What follows belongs to an exercise in optimizing a design on an open flow for small area, a short achievable clock period and few clock cycles per item; a production flow would make more cautious choices.
RTL that was checked went through simulation tests only; none was proved equivalent to the original.
No functional check of the RTL was part of run 1.
Power figures rest on the tool's default switching activity, not on a simulated workload.

**flow/design.v**
```verilog
module onp_calc(
    input clk,
    input rst,
    input [3:0] in_data,
    input wr_data,
    output [31:0] result,
    output result_ready
    );
    reg  [23:0] P;
    reg         ps;
    reg  [20:0] S;
    reg  [13:0] M;
    reg         ms;
    reg         szero;    
    reg   [1:0] nic;      
    reg         pmul;     
    reg         rdy;
    reg         init;
    reg t_dig, t_pm, t_sub, t_mul, t_eq, t_lp, t_rp;
    reg x4, x8, xs, y1, y2, yn;
    wire clr = rdy | init;
    wire tv  = t_dig | t_pm | t_mul | t_eq | t_lp | t_rp;
    reg [2:0] fst [0:4];
    wire inh = ~pmul;
    wire [2:0] ftop = fst[0];
    wire f_szero = ftop[2], f_inh = ftop[1], f_ms = ftop[0];
    integer i;
    always @(posedge clk)
        if (t_lp) begin
            fst[0] <= {szero, inh, ms};
            for (i = 1; i < 5; i = i + 1) fst[i] <= fst[i-1];
        end else if (t_rp) begin
            for (i = 0; i < 4; i = i + 1) fst[i] <= fst[i+1];
        end
    reg ps_nx;
    always @* begin
        ps_nx = ps;
        if (clr | t_rp | t_eq) ps_nx = 1'b0;
        else if (t_pm) ps_nx = ms ^ t_sub;
    end
    wire [3:0] d = in_data;
    wire w_dig = wr_data & ~(d[3] & (d[2] | d[1]));
    wire w_as  = wr_data & (d == 4'hA || d == 4'hB || d == 4'hD || d == 4'hF);
    always @(posedge clk) begin
        t_dig <= w_dig;
        t_pm  <= wr_data & (d == 4'hA || d == 4'hB);
        t_mul <= wr_data & (d == 4'hC);
        t_eq  <= wr_data & (d == 4'hD);
        t_lp  <= wr_data & (d == 4'hE);
        t_rp  <= wr_data & (d == 4'hF);
        x4 <= w_dig & (d == 4'd3 || d == 4'd4 || d == 4'd5 || d == 4'd6);
        x8 <= w_dig & (d == 4'd7 || d == 4'd8 || d == 4'd9);
        xs <= w_as;
        y1 <= (w_dig & (d == 4'd1 || d == 4'd5 || d == 4'd9)) | (w_as & ~ps_nx);
        y2 <= w_dig & (d == 4'd2 || d == 4'd6);
        yn <= (w_dig & (d == 4'd3 || d == 4'd7)) | (w_as & ps_nx);
    end
    always @(posedge clk)
        t_sub <= d[0];
    wire [23:0] X = ({24{x4}} & {P[21:0], 2'b0})
                  | ({24{x8}} & {P[20:0], 3'b0})
                  | ({24{xs}} & {{3{S[20]}}, S});
    wire [23:0] Y = ({24{y1}} & P)
                  | ({24{y2}} & {P[22:0], 1'b0})
                  | ({24{yn}} & ~P);
    wire [24:0] sum1 = {X, 1'b1} + {Y, yn};
    wire [23:0] sum = sum1[24:1];
    reg [16:0] s0;
    reg [10:0] s1;
    reg [4:0]  s2;
    reg [1:0]  sc;
    reg [7:0]  msave;
    wire push_s = t_lp & ~szero;
    wire pop_s  = t_rp & ~f_szero;
    always @(posedge clk) begin
        if (push_s && sc == 2'd0) s0 <= S[16:0];
        if (push_s && sc == 2'd1) s1 <= S[10:0];
        if (push_s && sc == 2'd2) s2 <= S[4:0];
        if (t_lp & ~inh) msave <= M[7:0];
    end
    wire [16:0] pop_sv = sc == 2'd1 ? s0 : sc == 2'd2 ? {{6{s1[10]}}, s1} : {{12{s2[4]}}, s2};
    always @(posedge clk)
        if (clr) sc <= 2'd0;
        else if (push_s) sc <= sc + 2'd1;
        else if (pop_s) sc <= sc - 2'd1;
    always @(posedge clk or posedge rst)
        if (rst) begin
            rdy <= 1'b0;
            init <= 1'b1;
        end else begin
            init <= 1'b0;
            rdy <= t_eq;
        end
    always @(posedge clk)
        if (clr) begin
            szero <= 1'b1;
            nic <= 2'd0;
            pmul <= 1'b0;
        end else if (tv) begin
            pmul <= t_mul;
            if (t_pm) szero <= 1'b0;
            if (t_lp) begin
                szero <= 1'b1;
                if (~inh) nic <= nic + 2'd1;
            end
            if (t_rp) begin
                szero <= f_szero;
                if (~f_inh) nic <= nic - 2'd1;
            end
        end
    always @(posedge clk) begin
        ps <= ps_nx;
        if (clr) begin
            P <= 24'd1;
            S <= 21'd0;
            M <= 14'd1;
            ms <= 1'b0;
        end else begin
            if (t_dig | t_rp | t_eq) P <= sum;
            if (t_pm) begin
                S <= sum[20:0];
                P <= {{10{M[13]}}, M};
            end
            if (t_lp) begin
                S <= 21'd0;
                if (~inh) M <= P[13:0];
                ms <= ps;
            end
            if (t_rp) begin
                S <= f_szero ? 21'd0 : {{4{pop_sv[16]}}, pop_sv};
                ms <= f_ms;
                if (~f_inh) M <= (nic == 2'd1) ? 14'd1 : {{6{msave[7]}}, msave};
            end
        end
    end
    assign result = {{8{P[23]}}, P};
    assign result_ready = rdy;
endmodule
```
**flow/flow/run.sh**
```bash
#!/bin/bash
set -euo pipefail
MARGIN=6.0
bash standard.sh synth > synth.log 2>&1
bash standard.sh SETUP_SLACK_MARGIN=$MARGIN "BUFFER_PORTS_ARGS=-buffer_cell sky130_fd_sc_hd__buf_2" finish > layout.log 2>&1
```
**flow/standard.sh**
```bash
#!/bin/bash
# synth_recipe.tcl (not shown) runs the flow's synth.tcl, then flattens the netlist and writes it again
# the make line also repeats each setting of config.mk as NAME=value (left out here)
make -C /OpenROAD-flow-scripts/flow DESIGN_CONFIG=/design/flow/config.mk WORK_HOME=/design/flow/orfs CLKGATE_MAP_FILE= SYNTH_SCRIPT=/design/flow/synth_recipe.tcl "${@:-finish}"
```
**flow/config.mk**
```make
export PLATFORM = sky130hd
export DESIGN_NAME = onp_calc
export DESIGN_NICKNAME = onp_calc
export VERILOG_FILES = /design/flow/design.v
export SDC_FILE = /design/flow/constraint.sdc
export NUM_CORES = 4
export LEC_CHECK = 0
export CAP_MARGIN = 20
export CORE_MARGIN = 2
export CORE_UTILIZATION = 40
export SLEW_MARGIN = 20
```
**flow/constraint.sdc**
```tcl
create_clock -name core_clock -period 9.0 [get_ports {clk}]
set_input_delay 1.8000 -clock core_clock [delete_from_list [all_inputs] [get_ports {clk}]]
set_output_delay 1.8000 -clock core_clock [all_outputs]
set_load 0.01 [all_outputs]
```
==> results of run 1 <==
## placed cells by master, fill, tap and decap left out, drive strengths merged, types with 7 or more instances in the layout
cell type	synthesis	routed
mux2	11	11
mux2i	7	7
ha	27	27
a31oi	14	14
a222oi	18	18
buf	15	63
o211ai	11	11
a21oi	86	86
nor2	51	51
nand2b	7	7
dfxtp	80	80
nand3	9	9
nand2	82	82
o21ai	88	88
a22oi	26	26
clkbuf	42	19
a21o	11	11
xnor2	16	16
edfxtp	56	56
nor3	11	11
inv	42	45
xor2	10	10
and2	9	9
## synthesized netlist by cell type (all sizes together), types with 14 or more instances
master	number	area, sq um
xnor2	16	140
a21oi	86	453
dfxtp	80	1600
ha	27	338
buf	15	108
nand2	82	310
a222oi	18	180
a31oi	14	87.6
inv	42	158
clkbuf	42	178
edfxtp	56	1680
o21ai	88	444
a22oi	26	195
nor2	51	191
## path summary, 6_finish.rpt
path,from,to,slack [ps]
worst max-delay path,P[3],result[3],6030
worst min-delay path,t_eq,rdy,420
worst max register to register,x4,S[20],6060
worst min register to register,t_eq,rdy,420
max in group asynchronous,rst,init,7590
min in group asynchronous,rst,rdy,1210
## area by class of cell
type | count | share of cell area
Multi-Input combinational cell | 567 | 0.443
Sequential cell | 138 | 0.391
Clock buffer | 19 | 0.0515
Timing Repair Buffer | 63 | 0.0460
Tap cell | 229 | 0.0333
Inverter | 42 | 0.0192
Clock inverter | 13 | 0.0156
Timing Repair inverter | 1 | 0.000872
## metrics by stage
step / total power (uW) / std cells / util
after global placement: 868 / 1026 / 0.426
final: 1560 / 1072 / 0.476
after CTS: 1550 / 1061 / 0.461
after detailed placement: 869 / 1026 / 0.426
after floorplan: 818 / 804 / -
after global routing: 1620 / 1072 / 0.476
## power by group through the flow
stage | logic, uW | registers [uW] | clock network, uW
after CTS | 152 | 706 | 696
after global placement | 149 | 719 | 0
after detailed placement | 150 | 719 | 0
after floorplan | 110 | 709 | 0
after global routing | 182 | 709 | 729
final | 165 | 706 | 684
## repair_timing
action / in CTS / in global routing
endpoints found under the setup margin: 25 / 33
gates cloned: 1 / 0
pin swaps: 0 / 15
setup buffers: 2 / 11
resized for setup: 11 / 47
## kinds of logic after synthesis
group / after synthesis
xor gates and xnor gates: 26
other: 1
AOI/OAI and AO/OA: 305
adders and majority gates: 28
DFF: 138
buffers and inverters: 99
and+or+nand+nor: 189
muxes: 18
## per-layer routing
| layer | vias up | wire, um | track usage |
|---|---|---|---|
| met1 | 2945 | 9300 | 0.289 |
| met5 | - | 0 | 0 |
| met4 | 0 | 447 | 0.0803 |
| met3 | 34 | 1320 | 0.0444 |
| met2 | 227 | 9120 | 0.315 |
| li1 | 3031 | - | - |
## sequential cells by signal, indices dropped and copies added, names as in the netlist, 2 cells and up
| register | count |
|---|---|
| P | 24 |
| S | 21 |
| msave | 8 |
| nic | 2 |
| s0 | 17 |
| sc | 2 |
| fst | 15 |
| s2 | 5 |
| s1 | 11 |
| M | 14 |
==> results.yml, run 1 <==
outcome:
  status: "finished clean"
yosys:
  ys_async_sr_fraction: 0.0145
  synthXorXnorAreaFrac: 0.0307
  syn_area_per_cell_sq_um: 9.23
  synth_mux_area_frac: 0.0261
  synth_area_sq_um: 7420
  yosys.area_share.simple: 0.115
  synthesis.nets: 839
  yosysWarnings: 2
  synth_compound_area_frac: 0.270
  synth_cell_type_count: 72
  synth_adder_area_share: 0.0482
  ys_ff_latch: 138
  syn_inst: 804
  synth_edf_count: 56
  ys_seq_area_frac: 0.449
  synth_top_family_by_area: "compound AO/OA/AOI/OAI gates"
  synth_flop_cell: "dfxtp_1"
power:
  p_clk_frac: 0.440
  power_switching_uw: 426
  ir_drop_uv: 114
  p_int_uw: 1130
  pwr-share-seq: 0.454
  p_leak_uw: 0.00335
  combPwrFrac: 0.106
  switching_share: 0.274
  power_density_nw_per_um2: 181
grt:
  antenna_found_initial: 0
  grt-ovfl-total: 0
  grt_pass1_wl_um: 31900
  grtUsageTotal: 0.207
  grt_max_degree: 39
  grt_pass1_vias: 5868
clock_network:
  htree_levels: 4
  postCtsHoldBufs: 0
  cts_tree: "yes"
  clk_latency_ps: 430
  clock-sinks: 138
  cts_buffer_depth: 2
  root_buffer: "clkbuf_16"
  clk_pin_slew_ps: 60
  numCtsBuffers: 17
final_layout:
  fin_area_sq_um: 8600
  fill_cells: 1695
  syn2layout_area_growth_pct: 15.9
  finalNetCount: 865
  antenna_cells: 0
  multi_input_area_sq_um: 3810
  ff_latch_area_sq_um: 3360
  drive_gt1_frac: 0.198
detailed_routing:
  drt_iter0_drc: 540
  wl_um: 20200
  wl_per_cell_um: 18.8
  dr.pass1.iters: 5
  ant_nets: 0
  route.detailed.drc: 0
  viasPerCell: 5.82
  vias: 6237
timing:
  finClkSkew_ps: 11.7
  layout_min_cycle_time_ps: 2970
  hold_violations: 0
  slew_viol_final: 0
  setup_viol: 0
  timing.fmax_ghz: 0.337
  slew_headroom: 0.337
  worst_pin_slew_ps: 991
  rsz0062_at_grt: "yes"
  setup_tns_ps: 0
  whs_ps: 417
  setup_slack_ps: 6030
  fin_crit_sh: 0.330
die:
  die_h_um: 140
  rows: 49
  die_w_um: 140
  die_area_sq_um: 19700
  core_area_sq_um: 18100
  initial_core_util: 0.410
  ioPinCount: 40
critical_path:
  worstSetupPathType: "register to output pin"
  crit_arrival_ps: 1170
  critPathSlowestCell: "dfxtp_1"
  r2r_cells: 13
  cp.required_ps: 7200
  cpLargestDelayFamily: "flip-flops"
  critPathMaxStageDelay_ps: 530
  cp_num_cells: 1
  path_max_fanout: 8
  start_kind: "register"
  worst_setup_path_end_kind: "output pin"
  path_cells: "buf_2"
  cp_num_buf_inv: 1
worst_hold_path:
  whs_path_depth: 0
  min-delay-path-class: "register to register"
run:
  drv_cap: 0
placement:
  dp_hpwl_um: 13000
  place_area_sq_um: 7700
  gp_congestion: 0.885
  place_ws_ps: 5740
  portBuffers: 39
==> run 2, diff against run 1 <==
--- a/flow/design.v
+++ b/flow/design.v
@@ -9,9 +9,10 @@
     reg  [23:0] P;
     reg         ps;
     reg  [20:0] S;
+    reg         szero;    
+    reg   [1:0] nzc;      
     reg  [13:0] M;
     reg         ms;
-    reg         szero;    
     reg   [1:0] nic;      
     reg         pmul;     
     reg         rdy;
@@ -32,11 +33,15 @@
         end else if (t_rp) begin
             for (i = 0; i < 4; i = i + 1) fst[i] <= fst[i+1];
         end
-    reg ps_nx;
+    reg ps_nx, szero_nx;
     always @* begin
         ps_nx = ps;
         if (clr | t_rp | t_eq) ps_nx = 1'b0;
         else if (t_pm) ps_nx = ms ^ t_sub;
+        szero_nx = szero;
+        if (clr | t_lp) szero_nx = 1'b1;
+        else if (t_pm) szero_nx = 1'b0;
+        else if (t_rp) szero_nx = f_szero;
     end
     wire [3:0] d = in_data;
     wire w_dig = wr_data & ~(d[3] & (d[2] | d[1]));
@@ -50,7 +55,7 @@
         t_rp  <= wr_data & (d == 4'hF);
         x4 <= w_dig & (d == 4'd3 || d == 4'd4 || d == 4'd5 || d == 4'd6);
         x8 <= w_dig & (d == 4'd7 || d == 4'd8 || d == 4'd9);
-        xs <= w_as;
+        xs <= w_as & ~szero_nx;
         y1 <= (w_dig & (d == 4'd1 || d == 4'd5 || d == 4'd9)) | (w_as & ~ps_nx);
         y2 <= w_dig & (d == 4'd2 || d == 4'd6);
         yn <= (w_dig & (d == 4'd3 || d == 4'd7)) | (w_as & ps_nx);
@@ -65,24 +70,21 @@
                   | ({24{yn}} & ~P);
     wire [24:0] sum1 = {X, 1'b1} + {Y, yn};
     wire [23:0] sum = sum1[24:1];
-    reg [16:0] s0;
-    reg [10:0] s1;
-    reg [4:0]  s2;
-    reg [1:0]  sc;
+    reg [13:0] s0;
+    reg [7:0]  s1;
     reg [7:0]  msave;
-    wire push_s = t_lp & ~szero;
-    wire pop_s  = t_rp & ~f_szero;
+    wire held   = (nzc != 2'd0);
+    wire push_s = t_pm & szero & held;
+    wire pop_s  = t_rp & ~szero & held;
     always @(posedge clk) begin
-        if (push_s && sc == 2'd0) s0 <= S[16:0];
-        if (push_s && sc == 2'd1) s1 <= S[10:0];
-        if (push_s && sc == 2'd2) s2 <= S[4:0];
+        if (push_s) begin
+            s0 <= S[13:0];
+            s1 <= s0[7:0];
+        end else if (pop_s) begin
+            s0 <= {{6{s1[7]}}, s1};
+        end
         if (t_lp & ~inh) msave <= M[7:0];
     end
-    wire [16:0] pop_sv = sc == 2'd1 ? s0 : sc == 2'd2 ? {{6{s1[10]}}, s1} : {{12{s2[4]}}, s2};
-    always @(posedge clk)
-        if (clr) sc <= 2'd0;
-        else if (push_s) sc <= sc + 2'd1;
-        else if (pop_s) sc <= sc - 2'd1;
     always @(posedge clk or posedge rst)
         if (rst) begin
             rdy <= 1'b0;
@@ -91,23 +93,24 @@
             init <= 1'b0;
             rdy <= t_eq;
         end
-    always @(posedge clk)
+    always @(posedge clk) begin
+        szero <= szero_nx;
         if (clr) begin
-            szero <= 1'b1;
+            nzc <= 2'd0;
             nic <= 2'd0;
             pmul <= 1'b0;
         end else if (tv) begin
             pmul <= t_mul;
-            if (t_pm) szero <= 1'b0;
             if (t_lp) begin
-                szero <= 1'b1;
+                if (~szero) nzc <= nzc + 2'd1;
                 if (~inh) nic <= nic + 2'd1;
             end
             if (t_rp) begin
-                szero <= f_szero;
+                if (~f_szero) nzc <= nzc - 2'd1;
                 if (~f_inh) nic <= nic - 2'd1;
             end
         end
+    end
     always @(posedge clk) begin
         ps <= ps_nx;
         if (clr) begin
@@ -122,12 +125,11 @@
                 P <= {{10{M[13]}}, M};
             end
             if (t_lp) begin
-                S <= 21'd0;
                 if (~inh) M <= P[13:0];
                 ms <= ps;
             end
             if (t_rp) begin
-                S <= f_szero ? 21'd0 : {{4{pop_sv[16]}}, pop_sv};
+                if (~szero) S <= held ? {{7{s0[13]}}, s0} : 21'd0;
                 ms <= f_ms;
                 if (~f_inh) M <= (nic == 2'd1) ? 14'd1 : {{6{msave[7]}}, msave};
             end
==> flow/flow/run.sh (replaced) <==
#!/bin/bash
set -euo pipefail
MARGIN=6.0
bash standard.sh synth > synth.log 2>&1
bash standard.sh SETUP_SLACK_MARGIN=$MARGIN "BUFFER_PORTS_ARGS=-buffer_cell sky130_fd_sc_hd__buf_1" finish > layout.log 2>&1
--- a/flow/config.mk
+++ b/flow/config.mk
@@ -7,5 +7,6 @@
 export LEC_CHECK = 0
 export CAP_MARGIN = 20
 export CORE_MARGIN = 2
-export CORE_UTILIZATION = 40
+export CORE_UTILIZATION = 55
+export CTS_BUF_LIST = sky130_fd_sc_hd__clkbuf_8
 export SLEW_MARGIN = 20
==> results.yml, run 2 <==
timing:
  finClkSkew_ps: 14.8
  worst_pin_slew_ps: 1060
  slew_viol_final: 0
  timing.fmax_ghz: 0.339
  layout_min_cycle_time_ps: 2950
  fin_crit_sh: 0.328
  setup_viol: 0
  hold_violations: 0
  slew_headroom: 0.290
  rsz0062_at_grt: "yes"
  setup_tns_ps: 0
die:
  initial_core_util: 0.567
  die_w_um: 118
  rows: 41
  die_area_sq_um: 14000
  core_area_sq_um: 12700
  ioPinCount: 40
  die_h_um: 118
grt:
  grt_pass1_wl_um: 31500
  grt_max_degree: 62
  antenna_found_initial: 0
  grt-ovfl-total: 0
  grt_pass1_vias: 5754
  grtUsageTotal: 0.290
detailed_routing:
  wl_per_cell_um: 20.3
  drt_iter0_drc: 558
  ant_nets: 0
  wl_um: 19900
  topRoutingLayerUsed: "met4"
  vias: 6129
  drt-met1-wl_um: 9300
  met2_length_um: 8530
  wl_met3_um: 1730
  viasPerCell: 6.26
  dr.pass1.iters: 7
  route.detailed.drc: 0
placement:
  dp_hpwl_um: 13400
  gp_congestion: 0.923
  portBuffers: 39
  place_area_sq_um: 7360
critical_path:
  r2r_cells: 10
  worst_setup_path_end_kind: "output pin"
  r2r_setup_slack_ps: 6100
  setup.worst_path.start: "P[11]"
  worstSetupPathType: "register to output pin"
  critPathMaxStageDelay_ps: 510
  cp_num_buf_inv: 1
  critPathSlowestCell: "dfxtp_1"
  start_kind: "register"
  path_max_fanout: 8
  cp.required_ps: 7200
  crit_arrival_ps: 1150
  cpLargestDelayFamily: "flip-flops"
  path_cells: "buf_1"
  r2r_end: "P[20]"
  r2r_start: "x4"
final_layout:
  reg_top3: "P: 24 flops, S: 21 flops, fst: 15 flops"
  antenna_cells: 0
  syn2layout_area_growth_pct: 8.86
  final_common_cell: "nand2_1"
  largest_reg_flops: 24
  fin_area_sq_um: 7820
  top_register: "P"
  final_cell_mix: "nand2_1, a21oi_1, dfxtp_1"
  drive_gt1_frac: 0.134
  finalNetCount: 827
yosys:
  syn_inst: 786
  synthesis.nets: 819
  synth_area_sq_um: 7190
  ys_seq_area_frac: 0.418
  synth_top_family_by_area: "compound AO/OA/AOI/OAI gates"
  yosys.area_share.simple: 0.162
  synthDominantAreaCellType: "dfxtp_1"
  synth_adder_area_share: 0.0463
  ys_ff_latch: 127
  syn_area_per_cell_sq_um: 9.14
  yosysTopAreaCellShare: 0.223
  synth_flop_cell: "dfxtp_1"
  synth_edf_count: 45
  ys_async_sr_fraction: 0.0157
  synth.most_common_cell: "nand2_1"
  synth_common_cells: "nand2_1, dfxtp_1, a21oi_1, edfxtp_1, nor2_1"
  synth_area_leaders: "dfxtp_1, edfxtp_1, a21oi_1"
  synthXorXnorAreaFrac: 0.0256
  yosysWarnings: 2
  synth_mux_area_frac: 0.0545
  synth_compound_area_frac: 0.239
  synth_cell_type_count: 69
clock_network:
  clk_pin_slew_ps: 80
  postCtsHoldBufs: 0
  root_buffer: "clkbuf_8"
  cts_tree: "yes"
  clock-sinks: 127
  cts_buffer_depth: 2
  clk_latency_ps: 470
  numCtsBuffers: 17
  htree_levels: 4
power:
  p_leak_uw: 0.00300
  power_density_nw_per_um2: 157
  ir_drop_uv: 167
worst_hold_path:
  min-delay-path-class: "register to register"
  whs_path_depth: 0
  hp-start: "t_eq"
  hold_end: "rdy"
outcome:
  status: "finished clean"
run:
  drv_cap: 0
run 2: changes by cell type in the layout (fill, tap and decap cells not counted), moves of 17 or more:
cell and delta:
a221o_1 +23, a22oi_1 -21, o21ai_0 -46, clkbuf_16 -17, buf_2 -39, buf_1 +39, clkbuf_8 +17, nor2b_1 +27
run 2: metrics by stage:
stage,hold WS [ps],std cells,worst slack (ps),util,power (uW)
after floorplan,351,786,6320,-,724
after global placement,392,946,5810,0.581,763
after detailed placement,399,946,5850,0.581,764
after CTS,402,978,6000,0.611,1230
after global routing,411,979,5960,0.617,1270
final,404,979,6050,0.617,1230
run 2: cell families after synthesis:
kind of cell    count (synthesis)
flops                         127
mux                            36
buf+inv                        93
compound gates                243
xor+xnor                       21
other cells                     1
fa+ha+maj                      26
simple gates                  239
run 2: worst max-delay path by stage:
stage / endpoint / cells after the start
finish: result[11] / 1
global route: P[16] / 10
CTS: result[12] / 1
detailed placement: S[18] / 10
global placement: P[16] / 10
floorplan: P[16] / 11
run 2: where the power goes:
part	internal [uW]	total, uW	switching, uW
registers	606	635	29.3
logic	46.4	122	75.5
clock network	225	470	245
run 2: what timing repair did:
action / in CTS / in global routing
setup endpoints to repair: 22 / 31
buffers inserted: 0 / 1
gates resized for setup: 9 / 24
pin swaps: 0 / 5
run 2: cell type report:
| class | instances | area [sq um] |
|---|---|---|
| Tap cell | 172 | 215 |
| Timing Repair Buffer | 49 | 221 |
| Clock inverter | 14 | 120 |
| Fill cell | 1127 | 4850 |
| Sequential cell | 127 | 3040 |
| Multi-Input combinational cell | 566 | 3860 |
| Inverter | 33 | 124 |
| Clock buffer | 18 | 248 |
run 2: metal layers:
metal	vias to the layer above	global-route usage
met4	0	0.104
met1	2938	0.436
met2	235	0.409
li1	2928	-
met5	-	0
met3	28	0.0603
Testbench counts of run 2, summed over its fixed seeds: cycles 30,450, exprs 2,400.
==> run 3, diff against run 2 <==
==> flow/flow/run.sh (replaced) <==
#!/bin/bash
set -euo pipefail
MARGIN=6.1
bash standard.sh synth > synth.log 2>&1
bash standard.sh SETUP_SLACK_MARGIN=$MARGIN "BUFFER_PORTS_ARGS=-buffer_cell sky130_fd_sc_hd__buf_1" finish > layout.log 2>&1
--- a/flow/config.mk
+++ b/flow/config.mk
@@ -7,6 +7,6 @@
 export LEC_CHECK = 0
 export CAP_MARGIN = 20
 export CORE_MARGIN = 2
-export CORE_UTILIZATION = 55
+export CORE_UTILIZATION = 40
 export CTS_BUF_LIST = sky130_fd_sc_hd__clkbuf_8
 export SLEW_MARGIN = 20
==> results.yml, run 3 <==
critical_path:
  start_kind: "register"
  cp_num_buf_inv: 2
  cpLargestDelayFamily: "compound AO/OA/AOI/OAI gates"
  r2r_setup_slack_ps: 6110
  r2r_end: "P[16]"
  path_cells: "a222oi_1 -> inv_1 -> ha_4 -> nand3_1 -> or2_1 -> a21oi_4 -> o31ai_4 -> buf_4 -> o31ai_4 -> mux2_1 -> nor3_2"
  path_common_cell: "o31ai_4"
  path_max_fanout: 22
  critPathMaxStageDelay_ps: 420
  cp.required_ps: 9390
  r2r_start: "x4"
  crit_arrival_ps: 3270
  critPathSlowestCell: "dfxtp_4"
  setup.worst_path.start: "x4"
  r2r_cells: 11
  worstSetupPathType: "register to register"
  worst_setup_path_end_kind: "register"
clock_network:
  clock-sinks: 127
  cts_buffer_depth: 2
  htree_levels: 4
  root_buffer: "clkbuf_8"
  numCtsBuffers: 17
  clk_pin_slew_ps: 80
  postCtsHoldBufs: 0
  clk_latency_ps: 460
  cts_tree: "yes"
worst_hold_path:
  whs_path_depth: 0
  hp-start: "t_eq"
  hold_end: "rdy"
  min-delay-path-class: "register to register"
placement:
  place_area_sq_um: 7440
  dp_hpwl_um: 13000
  portBuffers: 39
  gp_congestion: 0.840
yosys:
  synth_area_sq_um: 7190
  synth_cell_type_count: 69
  ys_seq_area_frac: 0.418
  ys_ff_latch: 127
  synthesis.nets: 819
  syn_area_per_cell_sq_um: 9.14
  synth_edf_count: 45
  ys_async_sr_fraction: 0.0157
  synth_common_cells: "nand2_1, dfxtp_1, a21oi_1, edfxtp_1, nor2_1"
  synthDominantAreaCellType: "dfxtp_1"
  synth.most_common_cell: "nand2_1"
  yosysTopAreaCellShare: 0.223
  yosysWarnings: 2
  synth_flop_cell: "dfxtp_1"
  syn_inst: 786
  synth_area_leaders: "dfxtp_1, edfxtp_1, a21oi_1"
power:
  ir_drop_uv: 92.0
  power_density_nw_per_um2: 154
  power.total_uw: 1250
  p_leak_uw: 0.00305
die:
  rows: 49
  die_w_um: 138
  core_area_sq_um: 17800
  ioPinCount: 40
  initial_core_util: 0.404
  die_area_sq_um: 19100
  die_h_um: 138
final_layout:
  largest_reg_flops: 24
  fin_area_sq_um: 8080
  top_register: "P"
  final_common_cell: "nand2_1"
  drive_gt1_frac: 0.178
  final_cell_mix: "nand2_1, a21oi_1, dfxtp_1"
  antenna_cells: 0
  syn2layout_area_growth_pct: 12.4
  reg_top3: "P: 24 flops, S: 21 flops, fst: 15 flops"
  fill_cells: 1731
  finalNetCount: 834
timing:
  finClkSkew_ps: 16.9
  setup_viol: 0
  worst_pin_slew_ps: 824
  slew_headroom: 0.450
  setup_tns_ps: 0
  slew_viol_final: 0
  layout_min_cycle_time_ps: 2890
  timing.fmax_ghz: 0.346
  fin_crit_sh: 0.321
  rsz0062_at_grt: "yes"
  hold_violations: 0
detailed_routing:
  vias: 6099
  dr.pass1.iters: 6
  drt_iter0_drc: 608
  route.detailed.drc: 0
  wl_per_cell_um: 18.6
  wl_um: 19400
  ant_nets: 0
  viasPerCell: 5.85
run:
  drv_cap: 0
grt:
  grt-ovfl-total: 0
  grt_pass1_vias: 5521
  grtUsageTotal: 0.203
  grt_pass1_wl_um: 31100
  grt_max_degree: 63
  antenna_found_initial: 0
outcome:
  status: "finished clean"
## run 3: what timing repair did
action                                  CTS  global route
gates resized for setup                  36            39
pin swaps                                 2             8
buffers inserted                          1             5
endpoints found under the setup margin   58            41
## run 3: power breakdown
group	switching (uW)	internal (uW)	total (uW)
logic	77.2	49.3	127
registers	27.1	606	633
clock network	229	257	486
total	333	912	1250
## run 3: area by class of cell
type,count,area (sq um),area share
multi-input cells,566,3940,0.487
flip-flops and latches,127,3070,0.380
well taps,229,287,0.0355
repair buffers,56,279,0.0345
clock buffers,19,262,0.0324
clock inverters,13,125,0.0155
inverters,33,124,0.0153
## run 3: cells by family (layout without fill, tap and decap cells)
family,count (synthesis),in the layout,synth area share
muxes,36,36,0.0545
buffers and inverters,93,121,0.0538
AOI/OAI and AO/OA,243,243,0.239
and+or+nand+nor,239,239,0.162
other,1,1,0.000522
DFF,127,127,0.418
adders and majority gates,26,26,0.0463
xor gates and xnor gates,21,21,0.0256
## run 3: metal layers
metal,GRT usage,part of all wire,wire length (um),up-vias
met3,0.0464,0.067,1300,32
met4,0.0671,0.017,333,0
met1,0.302,0.48,9350,2930
met5,0,0,0,-
met2,0.292,0.43,8440,197
li1,-,-,-,2940
## run 3: metrics by stage
| step | util | setup WS, ps | std cells | hold slack (ps) |
|---|---|---|---|---|
| 2_1_floorplan | - | 6320 | 786 | 351 |
| 3_3_place_gp | 0.419 | 5920 | 1005 | 391 |
| 3_5_place_dp | 0.419 | 5910 | 1005 | 393 |
| 4_1_cts | 0.444 | 6070 | 1038 | 409 |
| 5_1_grt | 0.454 | 6050 | 1043 | 421 |
| 6_report | 0.454 | 6110 | 1043 | 401 |
## run 3: worst max path at each step
stage | to | slack [ps] | depth (start not counted)
floorplan | P[16] | 6320 | 11
global placement | P[21] | 5920 | 9
detailed placement | P[21] | 5910 | 9
CTS | P[16] | 6070 | 11
global route | P[10] | 6050 | 10
finish | P[16] | 6110 | 11
==> run 4, diff against run 3 <==
==> flow/flow/run.sh (replaced) <==
#!/bin/bash
set -euo pipefail
MARGIN=5.9
bash standard.sh synth > synth.log 2>&1
bash standard.sh SETUP_SLACK_MARGIN=$MARGIN "BUFFER_PORTS_ARGS=-buffer_cell sky130_fd_sc_hd__buf_1" finish > layout.log 2>&1
==> results.yml, run 4 <==
outcome:
  status: "finished clean"
detailed_routing:
  ant_nets: 0
  dr.pass1.iters: 8
  drt_iter0_drc: 622
  vias: 6052
  route.detailed.drc: 0
  wl_um: 19100
  wl_per_cell_um: 18.4
  viasPerCell: 5.82
yosys:
  ys_seq_area_frac: 0.418
  synth_area_sq_um: 7190
  ys_ff_latch: 127
  synth_edf_count: 45
  syn_inst: 786
  syn_area_per_cell_sq_um: 9.14
  synth_cell_type_count: 69
  synthDominantAreaCellType: "dfxtp_1"
  yosysWarnings: 2
  yosysTopAreaCellShare: 0.223
  synth.most_common_cell: "nand2_1"
  synth_common_cells: "nand2_1, dfxtp_1, a21oi_1, edfxtp_1, nor2_1"
  synthesis.nets: 819
  ys_async_sr_fraction: 0.0157
  synth_flop_cell: "dfxtp_1"
  synth_area_leaders: "dfxtp_1, edfxtp_1, a21oi_1"
grt:
  antenna_found_initial: 0
  grt_max_degree: 63
  grt_pass1_wl_um: 31000
  grt_pass1_vias: 5517
  grtUsageTotal: 0.203
  grt-ovfl-total: 0
final_layout:
  ff_latch_area_sq_um: 3020
  antenna_cells: 0
  syn2layout_area_growth_pct: 9.51
  final_cell_mix: "nand2_1, dfxtp_1, a21oi_1"
  multi_input_area_sq_um: 3810
  largest_reg_flops: 24
  finalNetCount: 830
  final_common_cell: "nand2_1"
  top_register: "P"
  reg_top3: "P: 24 flops, S: 21 flops, fst: 15 flops"
  final_cells: 1039
  fill_cells: 1745
  drive_gt1_frac: 0.112
critical_path:
  cp_num_buf_inv: 1
  worst_setup_path_end_kind: "output pin"
  worstSetupPathType: "register to output pin"
  start_kind: "register"
  cp.required_ps: 7200
  cpLargestDelayFamily: "flip-flops"
  crit_arrival_ps: 1220
  r2r_start: "x4"
  critPathSlowestCell: "dfxtp_1"
  r2r_setup_slack_ps: 6050
  r2r_cells: 10
  path_max_fanout: 8
  r2r_end: "P[10]"
  path_cells: "buf_1"
  setup.worst_path.start: "P[7]"
  critPathMaxStageDelay_ps: 540
worst_hold_path:
  hold_end: "rdy"
  hp-start: "t_eq"
  min-delay-path-class: "register to register"
  whs_path_depth: 0
timing:
  finClkSkew_ps: 17.1
  hold_violations: 0
  setup_viol: 0
  rsz0062_at_grt: "yes"
  setup_tns_ps: 0
  slew_headroom: 0.443
  slew_viol_final: 0
  layout_min_cycle_time_ps: 3020
  timing.fmax_ghz: 0.331
  worst_pin_slew_ps: 834
  fin_crit_sh: 0.336
die:
  core_area_sq_um: 17800
  die_w_um: 138
  initial_core_util: 0.404
  die_h_um: 138
  ioPinCount: 40
  die_area_sq_um: 19100
  rows: 49
run:
  drv_cap: 0
clock_network:
  numCtsBuffers: 17
  htree_levels: 4
  clk_latency_ps: 460
  root_buffer: "clkbuf_8"
  cts_tree: "yes"
  cts_buffer_depth: 2
  clk_pin_slew_ps: 80
  postCtsHoldBufs: 0
  clock-sinks: 127
power:
  p_leak_uw: 0.00302
  power.total_uw: 1240
  ir_drop_uv: 91.5
  power_density_nw_per_um2: 157
placement:
  dp_hpwl_um: 13000
  gp_congestion: 0.840
  portBuffers: 39
  placed_cells: 1005
## run 4: cell counts after synthesis
Identical to the previous run, type by type.
## run 4: kinds of logic (layout without fill, tap and decap cells)
group                    count (synthesis)  after routing  share of synthesized area
AO/OA/AOI/OAI                          243            243                      0.239
XOR/XNOR                                21             21                     0.0256
adder cells (fa/ha/maj)                 26             26                     0.0463
buffers and inverters                   93            117                     0.0538
flip-flops                             127            127                      0.418
multiplexers                            36             36                     0.0545
other                                    1              1                   0.000522
AND/OR/NAND/NOR                        239            239                      0.162
## run 4: worst max path at each step
stage	to	slack (ps)	depth (start not counted)
after global routing	P[10]	5890	10
after detailed placement	P[21]	5910	9
after CTS	result[5]	5910	1
final	result[7]	5980	1
after global placement	P[21]	5920	9
after floorplan	P[16]	6320	11
## run 4: what timing repair did
item	4_1_cts	5_1_grt
buffers inserted	0	2
gates resized for setup	1	10
pin swaps	0	1
setup endpoints to repair	2	29
## run 4: layer usage
metal  track usage  share of wire
met3        0.0464          0.058
met4        0.0671          0.015
met5             0              0
met1         0.300           0.49
met2         0.293           0.43
## run 4: final cells by class
class	instances	area share
flip-flops and latches	127	0.383
well taps	229	0.0364
clock buffers	19	0.0332
repair buffers	52	0.0310
clock inverters	13	0.0159
inverters	33	0.0157
multi-input cells	566	0.484
## run 4: report_power, final
group	leakage [uW]	switching (uW)	internal, uW
clock	0.000211	228	257
sequential	0.00108	28.1	606
combinational	0.00174	73.5	45.6
## run 4: metrics by stage
step	utilization	setup WS, ps	hold slack (ps)	instance area (sq um)
finish	0.443	5980	402	7870
global route	0.443	5890	421	7870
CTS	0.441	5910	409	7830
detailed placement	0.419	5910	393	7440
global placement	0.419	5920	391	7440
floorplan	-	6320	351	7190
==> run 5, diff against run 4 <==
==> flow/flow/run.sh (replaced) <==
#!/bin/bash
set -euo pipefail
MARGIN=6.0
bash standard.sh synth > synth.log 2>&1
bash standard.sh SETUP_SLACK_MARGIN=$MARGIN "BUFFER_PORTS_ARGS=-buffer_cell sky130_fd_sc_hd__buf_1" finish > layout.log 2>&1
--- a/flow/config.mk
+++ b/flow/config.mk
@@ -9,4 +9,5 @@
 export CORE_MARGIN = 2
 export CORE_UTILIZATION = 40
 export CTS_BUF_LIST = sky130_fd_sc_hd__clkbuf_8
+export GPL_TIMING_DRIVEN = 0
 export SLEW_MARGIN = 20
==> results.yml, run 5 <==
worst_hold_path:
  hp-start: "t_eq"
  hold_end: "rdy"
  whs_path_depth: 0
  min-delay-path-class: "register to register"
placement:
  portBuffers: 37
  placed_cells: 1052
  dp_hpwl_um: 15700
  gp_congestion: 0.906
grt:
  grt-ovfl-total: 0
  grt_max_degree: 18
  grtUsageTotal: 0.220
  grt_pass1_vias: 5883
  grt_pass1_wl_um: 33300
  antenna_found_initial: 0
die:
  core_area_sq_um: 17800
  die_area_sq_um: 19100
  die_h_um: 138
  rows: 49
  ioPinCount: 40
  die_w_um: 138
  initial_core_util: 0.404
yosys:
  syn_area_per_cell_sq_um: 9.14
  synth_edf_count: 45
  yosysWarnings: 2
  synth_area_leaders: "dfxtp_1, edfxtp_1, a21oi_1"
  syn_inst: 786
  synth_cell_type_count: 69
  ys_ff_latch: 127
  ys_seq_area_frac: 0.418
  synth_common_cells: "nand2_1, dfxtp_1, a21oi_1, edfxtp_1, nor2_1"
  yosysTopAreaCellShare: 0.223
  synthesis.nets: 819
  ys_async_sr_fraction: 0.0157
  synthDominantAreaCellType: "dfxtp_1"
  synth_flop_cell: "dfxtp_1"
  synth.most_common_cell: "nand2_1"
  synth_area_sq_um: 7190
final_layout:
  finalNetCount: 884
  antenna_cells: 0
  reg_top3: "P: 24 flops, S: 21 flops, fst: 15 flops"
  final_cell_mix: "nand2_1, a21oi_1, dfxtp_1"
  syn2layout_area_growth_pct: 17.1
  drive_gt1_frac: 0.178
  fill_cells: 1740
  final_common_cell: "nand2_1"
  largest_reg_flops: 24
  final_cells: 1093
  top_register: "P"
power:
  power_density_nw_per_um2: 151
  ir_drop_uv: 104
  p_leak_uw: 0.00319
timing:
  rsz0062_at_grt: "yes"
  slew_viol_final: 0
  hold_violations: 0
  worst_pin_slew_ps: 878
  layout_min_cycle_time_ps: 2960
  timing.fmax_ghz: 0.338
  fin_crit_sh: 0.329
  slew_headroom: 0.415
  setup_tns_ps: 0
  finClkSkew_ps: 13.1
  setup_viol: 0
detailed_routing:
  wl_um: 21400
  ant_nets: 0
  topRoutingLayerUsed: "met4"
  wl_per_cell_um: 19.6
  route.detailed.drc: 0
  drt_iter0_drc: 615
  met2_length_um: 9970
  wl_met3_um: 1400
  dr.pass1.iters: 7
  vias: 6306
  drt-met1-wl_um: 9730
  viasPerCell: 5.77
critical_path:
  critPathMaxStageDelay_ps: 520
  r2r_start: "xs"
  path_cells: "buf_1"
  crit_arrival_ps: 1160
  r2r_setup_slack_ps: 6050
  critPathSlowestCell: "dfxtp_1"
  worst_setup_path_end_kind: "output pin"
  r2r_cells: 11
  start_kind: "register"
  cp_num_cells: 1
  cpLargestDelayFamily: "flip-flops"
  r2r_end: "S[18]"
  worstSetupPathType: "register to output pin"
  cp.required_ps: 7200
  path_max_fanout: 7
  cp_num_buf_inv: 1
outcome:
  status: "finished clean"
clock_network:
  clk_latency_ps: 440
  clk_pin_slew_ps: 80
  clock-sinks: 127
  postCtsHoldBufs: 0
  cts_tree: "yes"
  numCtsBuffers: 17
  cts_buffer_depth: 2
  htree_levels: 4
  root_buffer: "clkbuf_8"
run:
  drv_cap: 0
## run 5: cell types whose count changed in the layout (fill, tap and decap cells not counted), moves of 4 or more
cell,change
dfxtp_1,-8
buf_1,+4
buf_2,+7
clkbuf_2,+4
a21oi_1,-6
a21oi_2,+4
ha_4,+9
ha_1,-10
clkbuf_1,+28
dfxtp_2,+5
buf_4,+6
## run 5: where the power goes
group	internal (uW)	switching [uW]
Clock	261	234
Combinational	56.0	86.6
Sequential	606	26.3
Total	923	347
## run 5: timing repair
item | 4_1_cts | 5_1_grt
setup endpoints to repair | 34 | 44
buffers inserted | 5 | 4
gates resized for setup | 42 | 54
pin swaps | 6 | 20
## run 5: stage by stage
| step | utilization | total power (uW) | worst slack (ps) | hold WS [ps] | instance area (sq um) |
|---|---|---|---|---|---|
| after floorplan | - | 724 | 6320 | 351 | 7190 |
| after global placement | 0.428 | 771 | 5660 | 383 | 7610 |
| after detailed placement | 0.428 | 771 | 5670 | 382 | 7610 |
| after CTS | 0.462 | 1270 | 6000 | 393 | 8210 |
| after global routing | 0.473 | 1320 | 5920 | 400 | 8410 |
| final | 0.473 | 1270 | 6040 | 391 | 8410 |
## run 5: final cells by class
type                       count  area [sq um]  area share
multi-input combinational    566          4050       0.482
sequential                   127          3030       0.361
buffer                        60           307      0.0364
tap                          229           287      0.0341
clock buffer                  19           262      0.0311
timing repair buffer          46           210      0.0250
clock inverter                13           136      0.0162
inverter                      33           124      0.0147
## run 5: worst reg2reg max path, stage by stage, from the launching register on
cell and delay, ps:
dfxtp_2 360, buf_4 180, a222oi_1 390, inv_1 150, ha_4 300, a21oi_4 150, o21ai_0 140, or3_1 420
o21ai_4 230, o21ai_2 100, xnor2_2 270, a211oi_2 110
## run 5: worst max path at each step
stage                     start    endpoint  slack, ps
after floorplan              yn       P[16]       6320
after global placement       x4       S[18]       5660
after detailed placement     x4       S[18]       5670
after CTS                 P[12]  result[12]       6000
after global routing         y1       P[21]       5920
final                     P[15]  result[15]       6040
## run 5: kinds of logic (layout without fill, tap and decap cells)
| kind of cell | count (synthesis) | after routing | synth area share |
|---|---|---|---|
| other | 1 | 1 | 0.000522 |
| AOI/OAI and AO/OA | 243 | 243 | 0.239 |
| adders and majority gates | 26 | 26 | 0.0463 |
| and+or+nand+nor | 239 | 239 | 0.162 |
| buffers and inverters | 93 | 171 | 0.0538 |
| DFF | 127 | 127 | 0.418 |
| xor gates and xnor gates | 21 | 21 | 0.0256 |
| muxes | 36 | 36 | 0.0545 |
## run 5: per-layer routing
layer  global-route usage  vias to the layer above
met5                    0                        -
met4               0.0548                        0
met3               0.0513                       24
met2                0.349                      214
met1                0.306                     3032
li1                     -                     3036
==> run 6, diff against run 5 <==
--- a/flow/config.mk
+++ b/flow/config.mk
@@ -9,5 +9,5 @@
 export CORE_MARGIN = 2
 export CORE_UTILIZATION = 40
 export CTS_BUF_LIST = sky130_fd_sc_hd__clkbuf_8
-export GPL_TIMING_DRIVEN = 0
+export PLACE_DENSITY = 0.5
 export SLEW_MARGIN = 20
==> results.yml, run 6 <==
outcome:
  status: "finished clean"
critical_path:
  worstSetupPathType: "register to output pin"
  start_kind: "register"
  critPathSlowestCell: "dfxtp_1"
  cp_num_buf_inv: 1
  critPathMaxStageDelay_ps: 510
  path_max_fanout: 6
  r2r_setup_slack_ps: 6070
  cp.required_ps: 7200
  worst_setup_path_end_kind: "output pin"
  crit_arrival_ps: 1160
  cpLargestDelayFamily: "flip-flops"
  path_cells: "buf_1"
timing:
  rsz0062_at_grt: "yes"
  timing.fmax_ghz: 0.338
  hold_violations: 0
  finClkSkew_ps: 18.2
  worst_pin_slew_ps: 1030
  setup_tns_ps: 0
  slew_viol_final: 0
  slew_headroom: 0.312
  layout_min_cycle_time_ps: 2960
  setup_slack_ps: 6040
  setup_viol: 0
  fin_crit_sh: 0.328
yosys:
  synth_edf_count: 45
  yosysWarnings: 2
  synth_area_leaders: "dfxtp_1, edfxtp_1, a21oi_1"
  yosysTopAreaCellShare: 0.223
  ys_ff_latch: 127
  synth_cell_type_count: 69
  synthesis.nets: 819
  synth_flop_cell: "dfxtp_1"
  synth_top_family_by_area: "compound AO/OA/AOI/OAI gates"
  ys_async_sr_fraction: 0.0157
  ys_seq_area_frac: 0.418
  syn_area_per_cell_sq_um: 9.14
  synth_adder_area_share: 0.0463
  synth_compound_area_frac: 0.239
  synth.most_common_cell: "nand2_1"
  synth_common_cells: "nand2_1, dfxtp_1, a21oi_1, edfxtp_1, nor2_1"
  synth_mux_area_frac: 0.0545
  yosys.area_share.simple: 0.162
  syn_inst: 786
  synthDominantAreaCellType: "dfxtp_1"
  synthXorXnorAreaFrac: 0.0256
  synth_area_sq_um: 7190
grt:
  antenna_found_initial: 0
  grt_pass1_wl_um: 32800
  grtUsageTotal: 0.215
  grt_max_degree: 63
  grt-ovfl-total: 0
  grt_pass1_vias: 5776
final_layout:
  finalNetCount: 830
  top_register: "P"
  drive_gt1_frac: 0.147
  final_common_cell: "nand2_1"
  largest_reg_flops: 24
  syn2layout_area_growth_pct: 11.3
  fin_area_sq_um: 8000
  reg_top3: "P: 24 flops, S: 21 flops, fst: 15 flops"
  antenna_cells: 0
  final_cell_mix: "nand2_1, a21oi_1, dfxtp_1"
clock_network:
  cts_buffer_depth: 2
  cts_tree: "yes"
  root_buffer: "clkbuf_8"
  clk_latency_ps: 460
  numCtsBuffers: 17
  postCtsHoldBufs: 0
  clock-sinks: 127
  htree_levels: 4
  clk_pin_slew_ps: 90
detailed_routing:
  viasPerCell: 5.88
  ant_nets: 0
  dr.pass1.iters: 7
  wl_um: 20800
  wl_per_cell_um: 20.0
  vias: 6108
  drt_iter0_drc: 533
  route.detailed.drc: 0
die:
  die_h_um: 138
  die_w_um: 138
  initial_core_util: 0.404
  die_area_sq_um: 19100
  ioPinCount: 40
  rows: 49
  core_area_sq_um: 17800
placement:
  dp_hpwl_um: 14000
  portBuffers: 39
  gp_congestion: 0.919
  place_ws_ps: 5830
  place_area_sq_um: 7420
run:
  drv_cap: 0
power:
  ir_drop_uv: 88.7
  power_density_nw_per_um2: 163
  p_leak_uw: 0.00303
worst_hold_path:
  min-delay-path-class: "register to register"
-- run 6: stage by stage --
stage          power, uW  hold slack [ps]  std cells   util
6_report            1310              389       1039  0.450
4_1_cts             1310              401       1034  0.443
3_5_place_dp         767              392       1002  0.417
2_1_floorplan        724              351        786      -
5_1_grt             1360              406       1039  0.450
3_3_place_gp         766              393       1002  0.417
-- run 6: timing repair --
item	4_1_cts	5_1_grt
gates resized for setup	21	21
setup buffers	0	5
pin swaps	0	6
endpoints found under the setup margin	44	36
-- run 6: per-layer routing --
| layer | global-route usage | share of wire |
|---|---|---|
| met4 | 0.0553 | 0.012 |
| met1 | 0.325 | 0.49 |
| met3 | 0.0447 | 0.063 |
| met2 | 0.312 | 0.43 |
| met5 | 0 | 0 |
-- run 6: report_power, final --
group          internal (uW)  switching, uW  leakage [uW]
Clock                    287            258      0.000219
Combinational           47.2           77.0       0.00172
Sequential               606           30.0       0.00108
-- run 6: cells by family (layout without fill, tap and decap cells) --
| family | count (synthesis) | after routing |
|---|---|---|
| AOI/OAI and AO/OA | 243 | 243 |
| and+or+nand+nor | 239 | 239 |
| DFF | 127 | 127 |
| buffers and inverters | 93 | 117 |
| muxes | 36 | 36 |
| adders and majority gates | 26 | 26 |
| xor gates and xnor gates | 21 | 21 |
| other | 1 | 1 |
-- run 6: cell type report --
type                    instances  area [sq um]
well taps                     229           287
fillers                      1767          9780
inverters                      33           128
multi-input cells             566          3860
flip-flops and latches        127          3050
clock inverters                14           181
clock buffers                  18           248
repair buffers                 52           250
-- run 6: final timing paths --
| check | startpoint | to | cells past startpoint |
|---|---|---|---|
| max | P[21] | result[21] | 1 |
| min | t_eq | rdy | 0 |
| max reg2reg | x4 | S[16] | 11 |
| min reg2reg | t_eq | rdy | 0 |
| max in group asynchronous | rst | init | 2 |
| min in group asynchronous | rst | rdy | 2 |
==> run 7, diff against run 6 <==
--- a/flow/config.mk
+++ b/flow/config.mk
@@ -9,5 +9,4 @@
 export CORE_MARGIN = 2
 export CORE_UTILIZATION = 40
 export CTS_BUF_LIST = sky130_fd_sc_hd__clkbuf_8
-export PLACE_DENSITY = 0.5
 export SLEW_MARGIN = 20
==> results.yml, run 7 <==
yosys:
  synth_cell_type_count: 69
  synth.most_common_cell: "nand2_1"
  synth_edf_count: 45
  synth_flop_cell: "dfxtp_1"
  synthesis.nets: 819
  ys_seq_area_frac: 0.418
  syn_area_per_cell_sq_um: 9.14
  synth_area_sq_um: 7190
  ys_ff_latch: 127
  ys_async_sr_fraction: 0.0157
  yosysTopAreaCellShare: 0.223
  yosysWarnings: 2
  synth_common_cells: "nand2_1, dfxtp_1, a21oi_1, edfxtp_1, nor2_1"
  syn_inst: 786
  synthDominantAreaCellType: "dfxtp_1"
  synth_area_leaders: "dfxtp_1, edfxtp_1, a21oi_1"
die:
  die_w_um: 138
  core_area_sq_um: 17800
  rows: 49
  die_area_sq_um: 19100
  ioPinCount: 40
  initial_core_util: 0.404
  die_h_um: 138
detailed_routing:
  dr.pass1.iters: 5
  drt_iter0_drc: 628
  wl_um: 19100
  wl_per_cell_um: 18.4
  vias: 6009
  route.detailed.drc: 0
  viasPerCell: 5.78
  ant_nets: 0
critical_path:
  worstSetupPathType: "register to output pin"
  cp_num_buf_inv: 1
  cp.required_ps: 7200
  path_max_fanout: 7
  critPathMaxStageDelay_ps: 490
  path_cells: "buf_1"
  crit_arrival_ps: 1140
  cpLargestDelayFamily: "flip-flops"
  critPathSlowestCell: "dfxtp_1"
  start_kind: "register"
  worst_setup_path_end_kind: "output pin"
timing:
  layout_min_cycle_time_ps: 2940
  rsz0062_at_grt: "yes"
  slew_viol_final: 0
  hold_violations: 0
  setup_tns_ps: 0
  setup_viol: 0
  worst_pin_slew_ps: 846
  slew_headroom: 0.432
  whs_ps: 403
  timing.fmax_ghz: 0.340
  fin_crit_sh: 0.327
  finClkSkew_ps: 18.7
final_layout:
  syn2layout_area_growth_pct: 10.1
  top_register: "P"
  antenna_cells: 0
  final_common_cell: "nand2_1"
  finalNetCount: 830
  reg_top3: "P: 24 flops, S: 21 flops, fst: 15 flops"
  largest_reg_flops: 24
  drive_gt1_frac: 0.131
  final_cell_mix: "nand2_1, a21oi_1, dfxtp_1"
clock_network:
  cts_buffer_depth: 2
  root_buffer: "clkbuf_8"
  postCtsHoldBufs: 0
  clock-sinks: 127
  numCtsBuffers: 17
  htree_levels: 4
  clk_pin_slew_ps: 80
  cts_tree: "yes"
  clk_latency_ps: 460
worst_hold_path:
  min-delay-path-class: "register to register"
outcome:
  status: "finished clean"
placement:
  gp_congestion: 0.840
  portBuffers: 39
  dp_hpwl_um: 13000
power:
  p_int_uw: 909
  power_switching_uw: 330
  switching_share: 0.267
  power_density_nw_per_um2: 157
  p_clk_frac: 0.392
  pwr-share-seq: 0.512
  power.total_uw: 1240
  ir_drop_uv: 92.0
  combPwrFrac: 0.096
  p_leak_uw: 0.00303
grt:
  grt_pass1_wl_um: 31000
  grt_pass1_vias: 5519
  grt-ovfl-total: 0
  grtUsageTotal: 0.203
  antenna_found_initial: 0
  grt_max_degree: 63
run:
  drv_cap: 0
run 7: changes by cell type in the layout (fill, tap and decap cells not counted), sizes merged:
cell	delta
inv	+1
bufinv	-1
buf	+1
clkinvlp	-1
run 7: area by class of cell:
| class | count | area, sq um |
|---|---|---|
| tap | 229 | 287 |
| multi-input combinational | 566 | 3830 |
| sequential | 127 | 3040 |
| clock buffer | 19 | 262 |
| clock inverter | 13 | 125 |
| inverter | 33 | 124 |
| timing repair buffer | 52 | 244 |
| fill | 1739 | 9870 |
run 7: path summary, 6_finish.rpt:
check,startpoint,end,slack [ps],cells past startpoint
max,P[15],result[15],6060,1
min,t_eq,rdy,400,0
max reg2reg,x4,P[19],6180,10
min reg2reg,t_eq,rdy,400,0
max in group asynchronous,rst,init,7610,2
min in group asynchronous,rst,rdy,1180,2
run 7: power groups by stage:
stage	Sequential [uW]	Clock, uW	Combinational, uW
5_1_grt	637	521	132
2_1_floorplan	636	0	87.3
3_5_place_dp	646	0	118
6_report	634	486	119
4_1_cts	633	499	119
3_3_place_gp	646	0	118
run 7: timing repair:
item	CTS	global route
setup endpoints to repair	14	42
pin swaps	0	3
buffers inserted	0	2
gates resized for setup	7	25
run 7: logic make-up (layout without fill, tap and decap cells):
logic type	Yosys count	after routing	share of synthesized area
compound gates	243	243	0.239
xor+xnor	21	21	0.0256
fa+ha+maj	26	26	0.0463
buf+inv	93	117	0.0538
flops	127	127	0.418
mux	36	36	0.0545
other cells	1	1	0.000522
simple gates	239	239	0.162
run 7: worst register-to-register path: stages (launching register included):
cell and delay [ps]:
dfxtp_4 420, a222oi_1 360, inv_1 100, ha_1 390, o211ai_1 150, o211ai_1 330, nand4_1 190, nand3_1 220
a21oi_1 120, xnor2_1 280, a21oi_1 130
run 7: per-layer routing:
metal	share of wire	vias to the layer above	track usage
met2	0.43	162	0.293
met3	0.061	24	0.0464
met5	0	-	0
met4	0.014	0	0.0671
li1	-	2935	-
met1	0.49	2888	0.301
run 7: through the flow:
stage               std cells  area [sq um]  setup slack, ps   util
detailed placement       1005          7440             5910  0.419
floorplan                 786          7190             6320      -
global placement         1005          7440             5920  0.419
global route             1039          7910             5960  0.445
finish                   1039          7910             6060  0.445
CTS                      1037          7840             6010  0.441
==> run 8, diff against run 7 <==
--- a/flow/config.mk
+++ b/flow/config.mk
@@ -5,6 +5,7 @@
 export SDC_FILE = /design/flow/constraint.sdc
 export NUM_CORES = 4
 export LEC_CHECK = 0
+export ABC_AREA = 1
 export CAP_MARGIN = 20
 export CORE_MARGIN = 2
 export CORE_UTILIZATION = 40
==> results.yml, run 8 <==
critical_path:
  path_cells: "buf_1"
  critPathSlowestCell: "dfxtp_1"
  critPathMaxStageDelay_ps: 510
  cpLargestDelayFamily: "flip-flops"
  start_kind: "register"
  cp_num_buf_inv: 1
  cp.required_ps: 7200
  path_max_fanout: 7
  worst_setup_path_end_kind: "output pin"
  crit_arrival_ps: 1150
  worstSetupPathType: "register to output pin"
timing:
  rsz0062_at_grt: "yes"
  fin_crit_sh: 0.327
  timing.fmax_ghz: 0.339
  worst_pin_slew_ps: 1010
  hold_violations: 0
  whs_ps: 372
  setup_tns_ps: 0
  setup_viol: 0
  layout_min_cycle_time_ps: 2950
  finClkSkew_ps: 13.1
  slew_viol_final: 0
  slew_headroom: 0.323
power:
  power_density_nw_per_um2: 145
  p_leak_uw: 0.00356
  ir_drop_uv: 95.7
  pwr-share-seq: 0.497
  p_clk_frac: 0.438
  combPwrFrac: 0.065
  power_switching_uw: 303
  p_int_uw: 937
  switching_share: 0.245
yosys:
  synthDominantAreaCellType: "dfxtp_1"
  ys_async_sr_fraction: 0.0157
  yosysWarnings: 2
  synth_flop_cell: "dfxtp_1"
  synthXorXnorAreaFrac: 0.0113
  syn_inst: 1128
  synth_common_cells: "nand2_1, inv_1, dfxtp_1, a21oi_1, o21ai_0"
  synthesis.nets: 1161
  yosysTopAreaCellShare: 0.206
  synth_area_leaders: "dfxtp_1, nand2_1, edfxtp_1"
  synth_area_sq_um: 7770
  synth_cell_type_count: 43
  syn_area_per_cell_sq_um: 6.89
  ys_seq_area_frac: 0.387
  yosys.area_share.simple: 0.279
  ys_ff_latch: 127
  synth.most_common_cell: "nand2_1"
  synth_top_family_by_area: "simple AND/OR/NAND/NOR gates"
  synth_edf_count: 45
  synth_compound_area_frac: 0.159
  synth_adder_area_share: 0.0428
  synth_mux_area_frac: 0
detailed_routing:
  wl_per_cell_um: 16.5
  ant_nets: 0
  wl_um: 23500
  drt_iter0_drc: 638
  route.detailed.drc: 0
  viasPerCell: 5.15
  dr.pass1.iters: 6
  vias: 7329
final_layout:
  syn2layout_area_growth_pct: 10.2
  final_common_cell: "nand2_1"
  reg_top3: "P: 24 flops, S: 21 flops, fst: 15 flops"
  largest_reg_flops: 24
  final_cell_mix: "nand2_1, inv_1, dfxtp_1"
  fill_cells: 1986
  final_cells: 1424
  antenna_cells: 0
  drive_gt1_frac: 0.0739
  top_register: "P"
  fin_area_sq_um: 8570
  finalNetCount: 1184
run:
  drv_cap: 0
clock_network:
  clock-sinks: 127
  cts_buffer_depth: 2
  clk_pin_slew_ps: 80
  htree_levels: 4
  clk_latency_ps: 450
  numCtsBuffers: 17
  root_buffer: "clkbuf_8"
  cts_tree: "yes"
grt:
  grt_pass1_wl_um: 36900
  antenna_found_initial: 0
  grt_max_degree: 42
  grtUsageTotal: 0.234
  grt-ovfl-total: 0
  grt_pass1_vias: 6872
placement:
  place_area_sq_um: 8060
  dp_hpwl_um: 17100
  gp_congestion: 0.910
  placed_cells: 1386
  portBuffers: 39
die:
  die_h_um: 143
  die_w_um: 143
  ioPinCount: 40
  rows: 50
  core_area_sq_um: 18900
  die_area_sq_um: 20600
  initial_core_util: 0.411
worst_hold_path:
  min-delay-path-class: "register to register"
outcome:
  status: "finished clean"
-- run 8: cell types whose count changed after synthesis, sizes merged, moves of 30 or more --
cell and delta:
o211ai +30, nand2 +289, nor2b -33, inv +156, nand3 +46, o21ai +36
-- run 8: cells by family (layout without fill, tap and decap cells) --
group	after synthesis	count (layout)
flip-flops	127	127
AND/OR/NAND/NOR	519	519
buffers and inverters	236	272
AO/OA/AOI/OAI	209	209
adder cells (fa/ha/maj)	26	26
XOR/XNOR	10	10
other	1	1
-- run 8: stage by stage --
| step | power, uW | setup WS [ps] | utilization |
|---|---|---|---|
| final | 1240 | 6050 | 0.453 |
| after global routing | 1290 | 5980 | 0.453 |
| after CTS | 1250 | 6000 | 0.450 |
| after detailed placement | 707 | 6040 | 0.427 |
| after global placement | 706 | 5710 | 0.426 |
| after floorplan | 677 | 6520 | - |
-- run 8: layer usage --
metal / global-route usage / vias up / part of all wire
met4: 0.100 / 0 / 0.032
met5: 0 / - / 0
met1: 0.315 / 3335 / 0.46
met3: 0.0457 / 53 / 0.061
li1: - / 3676 / -
met2: 0.368 / 265 / 0.45
-- run 8: timing repair --
item	CTS	global route
hold buffers	0	0
buffers inserted	0	5
cloned	0	1
resized for setup	3	14
pin swaps	0	1
endpoints found under the setup margin	3	66
-- run 8: layout make-up --
type | instances | area [sq um] | area share
multi-input cells | 765 | 3840 | 0.448
flip-flops and latches | 127 | 3020 | 0.353
inverters | 191 | 728 | 0.0850
well taps | 260 | 325 | 0.0380
clock buffers | 19 | 262 | 0.0305
repair buffers | 48 | 214 | 0.0250
clock inverters | 13 | 170 | 0.0199
repair inverters | 1 | 7.51 | 0.000876
-- run 8: path summary, 6_finish.rpt --
check | start | to | slack [ps] | cells past startpoint
max in group asynchronous | rst | init | 7660 | 2
min in group asynchronous | rst | rdy | 1150 | 2
max reg2reg | xs | P[21] | 6150 | 13
min reg2reg | t_eq | rdy | 370 | 0
min | t_eq | rdy | 370 | 0
max | P[11] | result[11] | 6050 | 1
-- run 8: power by group through the flow --
stage,Clock [uW],Sequential [uW],Combinational [uW]
after floorplan,0,621,56.3
after global routing,580,618,88.1
final,544,617,80.1
after CTS,551,616,78.6
after global placement,0,628,77.5
after detailed placement,0,628,78.2
==> run 9, diff against run 8 <==
==> flow/flow/run.sh (replaced) <==
#!/bin/bash
set -euo pipefail
MARGIN=6.3
bash standard.sh synth > synth.log 2>&1
bash standard.sh SETUP_SLACK_MARGIN=$MARGIN "BUFFER_PORTS_ARGS=-buffer_cell sky130_fd_sc_hd__buf_1" finish > layout.log 2>&1
==> results.yml, run 9 <==
critical_path:
  cp.required_ps: 7200
  worst_setup_path_end_kind: "output pin"
  path_max_fanout: 10
  cp_num_buf_inv: 1
  path_cells: "buf_2"
  critPathSlowestCell: "dfxtp_4"
  start_kind: "register"
  crit_arrival_ps: 980
  worstSetupPathType: "register to output pin"
  cpLargestDelayFamily: "flip-flops"
  critPathMaxStageDelay_ps: 390
yosys:
  synth_flop_cell: "dfxtp_1"
  synth_top_family_by_area: "simple AND/OR/NAND/NOR gates"
  synthesis.nets: 1161
  synth_adder_area_share: 0.0428
  yosys.area_share.simple: 0.279
  synth_mux_area_frac: 0
  synth_cell_type_count: 43
  syn_inst: 1128
  syn_area_per_cell_sq_um: 6.89
  yosysWarnings: 2
  synthXorXnorAreaFrac: 0.0113
  synth_compound_area_frac: 0.159
  synth.most_common_cell: "nand2_1"
  synth_edf_count: 45
  ys_seq_area_frac: 0.387
  synthDominantAreaCellType: "dfxtp_1"
  synth_common_cells: "nand2_1, inv_1, dfxtp_1, a21oi_1, o21ai_0"
  yosysTopAreaCellShare: 0.206
  ys_async_sr_fraction: 0.0157
  synth_area_sq_um: 7770
  ys_ff_latch: 127
  synth_area_leaders: "dfxtp_1, nand2_1, edfxtp_1"
final_layout:
  finalNetCount: 1216
  final_cells: 1456
  final_cell_mix: "nand2_1, inv_1, a21oi_1"
  fill_cells: 1929
  fin_area_sq_um: 9090
  reg_top3: "P: 24 flops, S: 21 flops, fst: 15 flops"
  drive_gt1_frac: 0.143
  multi_input_area_sq_um: 3850
  syn2layout_area_growth_pct: 16.9
  antenna_cells: 0
  top_register: "P"
  final_common_cell: "nand2_1"
  largest_reg_flops: 24
  ff_latch_area_sq_um: 3100
die:
  core_area_sq_um: 18900
  initial_core_util: 0.411
  rows: 50
  die_area_sq_um: 20600
  die_h_um: 143
  ioPinCount: 40
  die_w_um: 143
clock_network:
  clk_latency_ps: 460
  clock-sinks: 127
  cts_buffer_depth: 2
  htree_levels: 4
  postCtsHoldBufs: 0
  cts_tree: "yes"
  root_buffer: "clkbuf_8"
  clk_pin_slew_ps: 80
  numCtsBuffers: 17
grt:
  grt-ovfl-total: 0
  gr-usage-met2: 0.395
  grtUsageTotal: 0.244
  grt_max_degree: 42
  met1_usage: 0.320
  antenna_found_initial: 0
  top_usage_layer: "met2"
  grt_pass1_vias: 7087
  grt_pass1_wl_um: 38300
  grtUsageMet3: 0.0447
timing:
  rsz0062_at_grt: "yes"
  fin_crit_sh: 0.309
  slew_viol_final: 0
  worst_pin_slew_ps: 831
  whs_ps: 374
  timing.fmax_ghz: 0.360
  setup_viol: 0
  layout_min_cycle_time_ps: 2780
  slew_headroom: 0.446
  hold_violations: 0
  finClkSkew_ps: 15.9
  setup_tns_ps: 0
detailed_routing:
  route.detailed.drc: 0
  dr.pass1.iters: 5
  viasPerCell: 5.14
  wl_per_cell_um: 16.7
  wl_um: 24400
  vias: 7478
  drt_iter0_drc: 637
  ant_nets: 0
power:
  ir_drop_uv: 95.3
  power.total_uw: 1250
  p_leak_uw: 0.00391
  power_density_nw_per_um2: 137
run:
  drv_cap: 0
placement:
  gp_congestion: 0.910
  place_area_sq_um: 8060
  portBuffers: 39
  dp_hpwl_um: 17100
  placed_cells: 1386
worst_hold_path:
  min-delay-path-class: "register to register"
outcome:
  status: "finished clean"
==> run 9: cell counts after synthesis <==
Identical to the previous run, type by type.
==> run 9: repair_timing <==
item / in CTS / in global routing
pin swaps: 1 / 0
endpoints found under the setup margin: 89 / 72
gates cloned: 1 / 0
resized for setup: 109 / 11
buffers inserted: 34 / 3
==> run 9: final cells by class <==
class                      count  share of cell area
multi-input combinational    765               0.424
sequential                   127               0.341
inverter                     191              0.0804
timing repair buffer          80              0.0704
tap                          260              0.0358
clock buffer                  19              0.0288
clock inverter                13              0.0187
timing repair inverter         1            0.000826
==> run 9: worst paths after layout <==
| check | depth (start not counted) | to | slack [ps] | from |
|---|---|---|---|---|
| min reg2reg | 0 | rdy | 370 | t_eq |
| min in group asynchronous | 2 | rdy | 1150 | rst |
| min | 0 | rdy | 370 | t_eq |
| max in group asynchronous | 2 | init | 7660 | rst |
| max reg2reg | 14 | P[21] | 6440 | P[14] |
| max | 1 | result[28] | 6220 | P[23] |
==> run 9: cell families after synthesis <==
logic type               after synthesis
AND/OR/NAND/NOR                      519
buffers and inverters                236
AO/OA/AOI/OAI                        209
flip-flops                           127
adder cells (fa/ha/maj)               26
XOR/XNOR                              10
other                                  1
==> run 9: through the flow <==
step | utilization | worst slack, ps
after detailed placement | 0.427 | 6040
final | 0.481 | 6220
after CTS | 0.478 | 6160
after global routing | 0.481 | 6170
after floorplan | - | 6520
after global placement | 0.426 | 5710
==> run 9: metal layers <==
metal,vias to the layer above,routed length (um)
met2,257,11200
li1,3749,-
met4,0,766
met1,3423,11100
met3,49,1260
met5,-,0
==> run 9: report_power, final <==
part | switching, uW | internal [uW]
Sequential | 12.8 | 595
Combinational | 62.7 | 31.3
Clock | 232 | 313
Total | 307 | 939

-- separate check: timing with driven ports --
The flow's constraints put no driver on any port. The routed layouts listed below were extracted and timed again, unchanged, in two steps. Step 1 sets driving cells, clkbuf_16 on the clock port and buf_2 on the other inputs (assumed; they add their load-dependent delay and slew). Step 2 also shifts input and output timing later by t, the mid clock arrival at the registers, as if the neighbouring blocks saw the same clock. Slacks: no drivers / after step 1 / after step 2; pairs: no drivers / after step 1.
| run | shift t [ns] | setup slack, ns | worst setup path after step 2 | latest minus earliest clock arrival (ns) |
|---|---|---|---|---|
| run 1 | 0.466 | 6.034 / 5.994 / 6.056 | register to register | 0.012 / 0.013 |
| run 2 | 0.495 | 6.051 / 6.012 / 6.102 | register to register | 0.015 / 0.015 |
| run 3 | 0.496 | 6.112 / 6.099 / 6.015 | input to register | 0.017 / 0.017 |
| run 4 | 0.488 | 5.979 / 5.941 / 6.013 | input to register | 0.017 / 0.018 |
| run 5 | 0.469 | 6.040 / 6.004 / 6.054 | register to register | 0.013 / 0.013 |
| run 6 | 0.486 | 6.044 / 6.006 / 6.042 | input to register | 0.018 / 0.018 |
| run 7 | 0.491 | 6.059 / 6.019 / 6.026 | input to register | 0.019 / 0.019 |
| run 8 | 0.481 | 6.053 / 6.016 / 5.998 | input to register | 0.013 / 0.013 |
| run 9 | 0.487 | 6.223 / 6.185 / 5.988 | input to register | 0.015 / 0.016 |
After both steps every run listed still meets setup and hold. For run 9, which loses most, drivers alone change the setup slack by -0.038 ns; drivers and shift together by -0.235 ns.
